What follows belongs to an exercise in optimizing a design on an open flow for small area and a short achievable clock period; a production flow would make more cautious choices. RTL that was checked went through simulation tests only; none was proved equivalent to the original.

// mul_pipe
module mul_pipe(clk, reset, X1, X2, X3, X4, Y1, Y2, Y3, Y4, ans);
export LEC_CHECK = 0
export CAP_MARGIN = 20
export CORE_MARGIN = 2
export CORE_UTILIZATION = 55
export PLACE_DENSITY = 0.7
export SETUP_SLACK_MARGIN = 3.3
export SLEW_MARGIN = 20
export TNS_END_PERCENT = 10
create_clock -name core_clock -period 11.0 [get_ports {clk}]
standard.sh (not shown) runs the stock make flow with config.mk's settings and CLKGATE_MAP_FILE= SYNTH_SCRIPT=/design/flow/synth_recipe.tcl, a recipe that flattens the netlist after the stock synthesis.
==> flow/flow/run.sh <==
#!/bin/bash
# Standard ORFS layout with one extra step between synthesis and floorplan:
# flow/polopt.py removes the inverters that Yosys' full-adder extraction leaves
# between adder cells (full adders are self-dual), without changing the logic
# function or any register. Everything else is the standard flow.
set -euo pipefail
R=orfs/results/${FLOW_PLATFORM}/mul_pipe/base
bash standard.sh synth > synth.log 2>&1
cp $R/1_2_yosys.v yosys_netlist.v
python3 flow/polopt.py yosys_netlist.v polopt_netlist.v > polopt.log 2>&1
cp polopt_netlist.v $R/1_2_yosys.v
touch $R/1_2_yosys.v
rm -f $R/1_synth.odb
bash standard.sh > layout.log 2>&1
Other scripts of this flow, unchanged in this note and not shown: flow/flow/polopt.py
The first run ran to the end with no violations.
Rerun with:
==> flow/flow/run.sh (replaced) <==
#!/bin/bash
# Standard ORFS layout with two changes:
# - flow/polopt.py runs between synthesis and floorplan. It removes the
#   inverters that Yosys' full-adder extraction leaves between adder cells
#   (full adders are self-dual), without changing the logic function or any
#   register.
# - every input and output port is still buffered, but with buf_2 instead of
#   the delay cell (clkdlybuf4s50_1) that buffer_ports picks by default; the
#   resizer cannot swap a delay cell for a faster buffer later.
# Everything else is the standard flow.
set -euo pipefail
R=orfs/results/${FLOW_PLATFORM}/mul_pipe/base
export BUFFER_PORTS_ARGS="-buffer_cell sky130_fd_sc_hd__buf_2"
bash standard.sh synth > synth.log 2>&1
cp $R/1_2_yosys.v yosys_netlist.v
python3 flow/polopt.py yosys_netlist.v polopt_netlist.v > polopt.log 2>&1
cp polopt_netlist.v $R/1_2_yosys.v
touch $R/1_2_yosys.v
rm -f $R/1_synth.odb
bash standard.sh > layout.log 2>&1
--- a/flow/config.mk
+++ b/flow/config.mk
@@ -10,0 +11 @@
+export CTS_CLUSTER_SIZE = 30
@@ -12 +13 @@
-export SETUP_SLACK_MARGIN = 3.3
+export SETUP_SLACK_MARGIN = 3.8
What happened: Setup slack improved by 0.27 ns; routed wire length went down slightly; flip-flop and latch count does not change; global-route usage went down by 0.56 points; synthesized cell count is unchanged.
Rerun with:
--- a/flow/config.mk
+++ b/flow/config.mk
@@ -11 +10,0 @@
-export CTS_CLUSTER_SIZE = 30
@@ -13 +12 @@
-export SETUP_SLACK_MARGIN = 3.8
+export SETUP_SLACK_MARGIN = 4.1
Effect: Now the flow reached the layout checks and failed them: antenna violations. Setup slack improves by 0.074 ns. Global-route usage increases by 0.62 points. Area after synthesis is unchanged.
Rerun with:
--- a/flow/config.mk
+++ b/flow/config.mk
@@ -10,0 +11,2 @@
+export CTS_CLUSTER_DIAMETER = 100
+export CTS_CLUSTER_SIZE = 24
@@ -12 +14 @@
-export SETUP_SLACK_MARGIN = 4.1
+export SETUP_SLACK_MARGIN = 3.8
What happened: With this change the flow went through all stages and came out clean; non-clock buffer count came out lower by 86; first-iteration DRC count came out lower by 3.2%; register-to-register slack hardly moves; flip-flop and latch count does not change; worst setup slack is worse by 0.018 ns; utilization came out lower by 1.5 points; cell count came out lower by 1.1%; global-route usage came out lower by 0.91 points.
Rerun with:
==> flow/flow/run.sh (replaced) <==
#!/bin/bash
# Standard ORFS layout with one extra step between synthesis and floorplan:
# flow/polopt.py removes the inverters that Yosys' full-adder extraction leaves
# between adder cells (full adders are self-dual), without changing the logic
# function or any register. Everything else is the standard flow.
set -euo pipefail
R=orfs/results/${FLOW_PLATFORM}/mul_pipe/base
bash standard.sh synth > synth.log 2>&1
cp $R/1_2_yosys.v yosys_netlist.v
python3 flow/polopt.py yosys_netlist.v polopt_netlist.v > polopt.log 2>&1
cp polopt_netlist.v $R/1_2_yosys.v
touch $R/1_2_yosys.v
rm -f $R/1_synth.odb
bash standard.sh > layout.log 2>&1
--- a/flow/config.mk
+++ b/flow/config.mk
@@ -11,2 +10,0 @@
-export CTS_CLUSTER_DIAMETER = 100
-export CTS_CLUSTER_SIZE = 24
@@ -14 +12 @@
-export SETUP_SLACK_MARGIN = 3.8
+export SETUP_SLACK_MARGIN = 3.5
- The changed run finished clean
- clock skew went down by 0.0084 ns
- cell count goes up by 0.76%
- clock-buffer cell count went up by 58
- die area stays the same
Rerun with:
==> flow/flow/run.sh (replaced) <==
#!/bin/bash
# Standard ORFS layout with two changes:
# - flow/polopt.py runs between synthesis and floorplan. It removes the
#   inverters that Yosys' full-adder extraction leaves between adder cells
#   (full adders are self-dual), without changing the logic function or any
#   register.
# - every input and output port is still buffered, but with buf_2 instead of
#   the delay cell (clkdlybuf4s50_1) that buffer_ports picks by default; the
#   resizer cannot swap a delay cell for a faster buffer later.
# Everything else is the standard flow.
set -euo pipefail
R=orfs/results/${FLOW_PLATFORM}/mul_pipe/base
export BUFFER_PORTS_ARGS="-buffer_cell sky130_fd_sc_hd__buf_2"
bash standard.sh synth > synth.log 2>&1
cp $R/1_2_yosys.v yosys_netlist.v
python3 flow/polopt.py yosys_netlist.v polopt_netlist.v > polopt.log 2>&1
cp polopt_netlist.v $R/1_2_yosys.v
touch $R/1_2_yosys.v
rm -f $R/1_synth.odb
bash standard.sh > layout.log 2>&1
Result: Cell area decreases by 2.4%. Final cell count decreases by 0.76%. Worst setup slack gets better by 0.13 ns. Sequential cell count stays the same. Global-route usage decreases by 0.47 points. Via count decreases by 0.75%. Routed wire length decreases by 1.3%. First-iteration DRC count barely changes.

Another version of the RTL of mul_pipe (not shown whole).
For scale: about 12000 cells after synthesis, roughly 290 I/O pins.
// mul_pipe
module mul_pipe(clk, reset, X1, X2, X3, X4, Y1, Y2, Y3, Y4, ans);
clock: 11.0 ns
lec_check: 0
cap_margin: 20
core_margin: 2
core_utilization: 55
place_density: 0.7
setup_slack_margin: 3.7
slew_margin: 20
==> flow/flow/run.sh <==
#!/bin/bash
# Standard ORFS layout with one extra step between synthesis and floorplan:
# flow/polopt.py removes the inverters that Yosys' full-adder extraction leaves
# between adder cells (full adders are self-dual), without changing the logic
# function or any register. Everything else is the standard flow.
set -euo pipefail
R=orfs/results/${FLOW_PLATFORM}/mul_pipe/base
bash standard.sh synth > synth.log 2>&1
cp $R/1_2_yosys.v yosys_netlist.v
python3 flow/polopt.py yosys_netlist.v polopt_netlist.v > polopt.log 2>&1
cp polopt_netlist.v $R/1_2_yosys.v
touch $R/1_2_yosys.v
rm -f $R/1_synth.odb
bash standard.sh > layout.log 2>&1
Other scripts of this flow, unchanged in this note and not shown: flow/flow/polopt.py
Rerun with:
--- a/flow/config.mk
+++ b/flow/config.mk
@@ -9,4 +9,5 @@
 export CORE_MARGIN = 2
 export CORE_UTILIZATION = 55
+export CTS_BUF_LIST = sky130_fd_sc_hd__clkbuf_8
 export PLACE_DENSITY = 0.7
 export SETUP_SLACK_MARGIN = 3.7
Result:
- The new run completed with no timing, DRC or antenna violations
- first-iteration DRC count went down by 0.64%
- sequential share of layout area barely changes
- design area decreases by 0.74%
- synthesized area is unchanged
- count of clock-buffer cells in the layout increases by 54
- die area does not change
- worst setup slack is worse by 0.035 ns
Function was not checked in any run of this note: the RTL went through the layout flow alone.

mul_pipe, a different RTL version from the one above (not shown whole).
Size: ~12000 cells after synthesis, about 290 I/O pins.
clock: 11.0 ns
lec_check: 0
cap_margin: 20
core_margin: 2
core_utilization: 55
place_density: 0.7
setup_slack_margin: 3.8
slew_margin: 20
tns_end_percent: 10
Scripts as last shown in full above: flow/flow/run.sh
Other scripts of this flow, unchanged in this note and not shown: flow/flow/polopt.py
Rerun with:
- SETUP_SLACK_MARGIN: 3.8 -> 3.5
- TNS_END_PERCENT: 10 -> not set
- die area is unchanged
- routed wire length is about the same
- area after synthesis does not change
Function was not checked in any run of this note: the RTL went through the layout flow alone.

mul_pipe again, from the RTL that the note above started with.
export LEC_CHECK = 0
export CAP_MARGIN = 20
export CORE_MARGIN = 2
export CORE_UTILIZATION = 55
export PLACE_DENSITY = 0.7
export SETUP_SLACK_MARGIN = 3.5
export SLEW_MARGIN = 20
export TNS_END_PERCENT = 10
create_clock -name core_clock -period 11.0 [get_ports {clk}]
Scripts as last shown in full above: flow/flow/run.sh
Other scripts of this flow, unchanged in this note and not shown: flow/flow/polopt.py
Edit:
- CORE_UTILIZATION: 55 -> 65
- PLACE_DENSITY: 0.7 -> 0.8
Result:
- The changed run passed the timing, design-rule and antenna checks
- die area fell by about a fifth
- via count increases slightly
- area after synthesis does not change
- count of clock-buffer cells in the layout went down by 17
- setup slack got worse by 0.050 ns
- cell area decreases slightly
- final cell count drops by a few percent
- clock skew climbs by 0.014 ns
- wire length climbs slightly
- worst hold slack is worse by 0.0049 ns
Function was not checked in any run of this note: the RTL went through the layout flow alone.

mul_pipe with an RTL version that a note above also has.
Size: ~12000 cells after synthesis.
clock: 11.0 ns
lec_check: 0
cap_margin: 20
core_margin: 2
core_utilization: 55
place_density: 0.7
setup_slack_margin: 3.8
slew_margin: 20
tns_end_percent: 10
==> flow/flow/run.sh <==
#!/bin/bash
# Standard ORFS layout with two changes:
# - flow/polopt.py runs between synthesis and floorplan. It removes the
#   inverters that Yosys' full-adder extraction leaves between adder cells
#   (full adders are self-dual), without changing the logic function or any
#   register.
# - every input and output port is still buffered, but with buf_2 instead of
#   the delay cell (clkdlybuf4s50_1) that buffer_ports picks by default; the
#   resizer cannot swap a delay cell for a faster buffer later.
# Everything else is the standard flow.
set -euo pipefail
R=orfs/results/${FLOW_PLATFORM}/mul_pipe/base
export BUFFER_PORTS_ARGS="-buffer_cell sky130_fd_sc_hd__buf_2"
bash standard.sh synth > synth.log 2>&1
cp $R/1_2_yosys.v yosys_netlist.v
python3 flow/polopt.py yosys_netlist.v polopt_netlist.v > polopt.log 2>&1
cp polopt_netlist.v $R/1_2_yosys.v
touch $R/1_2_yosys.v
rm -f $R/1_synth.odb
bash standard.sh > layout.log 2>&1
Other scripts of this flow, unchanged in this note and not shown: flow/flow/polopt.py
Edit:
CTS_CLUSTER_DIAMETER = 120   (was unset)
CTS_CLUSTER_SIZE = 32   (was unset)
What happened: Worst hold slack got worse by 0.010 ns; register-to-register slack improved by 0.11 ns; core utilization fell by 0.60 points; sequential cell count does not change; final cell count fell by about 0.5%; design area fell by about 1%; first-iteration DRC count fell by 3.4%.

-- re-timing with driven ports --
How much do the figures lean on ideal ports? The routed layouts below were timed once more, with nothing changed but the port constraints.
Step 1 sets driving cells, clkbuf_16 on the clock port and buf_2 on the other inputs (assumed; they add their load-dependent delay and slew).
Step 2 moves the port delays by t, midway between the first and last clock arrival at a register: inputs arrive t later, outputs are due t later. That takes back most of the time a late clock gives input paths.
a / b / c = ideal / step 1 / step 2; a / b = the first two.
run	t (ns)	setup WS [ns]	worst hold slack (ns)	latest minus earliest clock arrival (ns)
the first run of note 1	0.801	3.337 / 3.256 / 2.656	0.314 / 0.314 / 0.314	0.038 / 0.038
the second run of note 1	0.819	3.603 / 3.516 / 3.091	0.320 / 0.320 / 0.320	0.045 / 0.045
the third run of note 1	0.828	3.677 / 3.585 / 3.083	0.311 / 0.311 / 0.311	0.039 / 0.039
the fourth run of note 1	0.794	3.659 / 3.572 / 3.105	0.330 / 0.330 / 0.330	0.051 / 0.050
the fifth run of note 1	0.812	3.333 / 3.247 / 2.673	0.322 / 0.322 / 0.322	0.037 / 0.038
the sixth run of note 1	0.814	3.467 / 3.382 / 2.921	0.321 / 0.321 / 0.321	0.066 / 0.065
the first run of note 2	0.824	2.777 / 2.684 / 2.738	0.318 / 0.318 / 0.318	0.046 / 0.046
the second run of note 2	0.988	2.742 / 2.651 / 2.795	0.320 / 0.320 / 0.320	0.063 / 0.062
the first run of note 3	0.807	3.272 / 3.185 / 2.725	0.308 / 0.308 / 0.308	0.036 / 0.036
the second run of note 3	0.816	3.206 / 3.124 / 2.816	0.323 / 0.323 / 0.323	0.070 / 0.070
the first run of note 4	0.798	3.280 / 3.196 / 2.667	0.318 / 0.318 / 0.318	0.030 / 0.031
the second run of note 4	0.806	3.231 / 3.175 / 2.479	0.313 / 0.313 / 0.313	0.061 / 0.061
the first run of note 5	0.819	3.603 / 3.516 / 3.091	0.320 / 0.320 / 0.320	0.045 / 0.045
the second run of note 5	0.774	3.721 / 3.627 / 3.141	0.310 / 0.310 / 0.310	0.068 / 0.068
For the second run of note 4, which loses most, drivers alone change the setup slack by -0.056 ns; drivers and shift together by -0.752 ns.
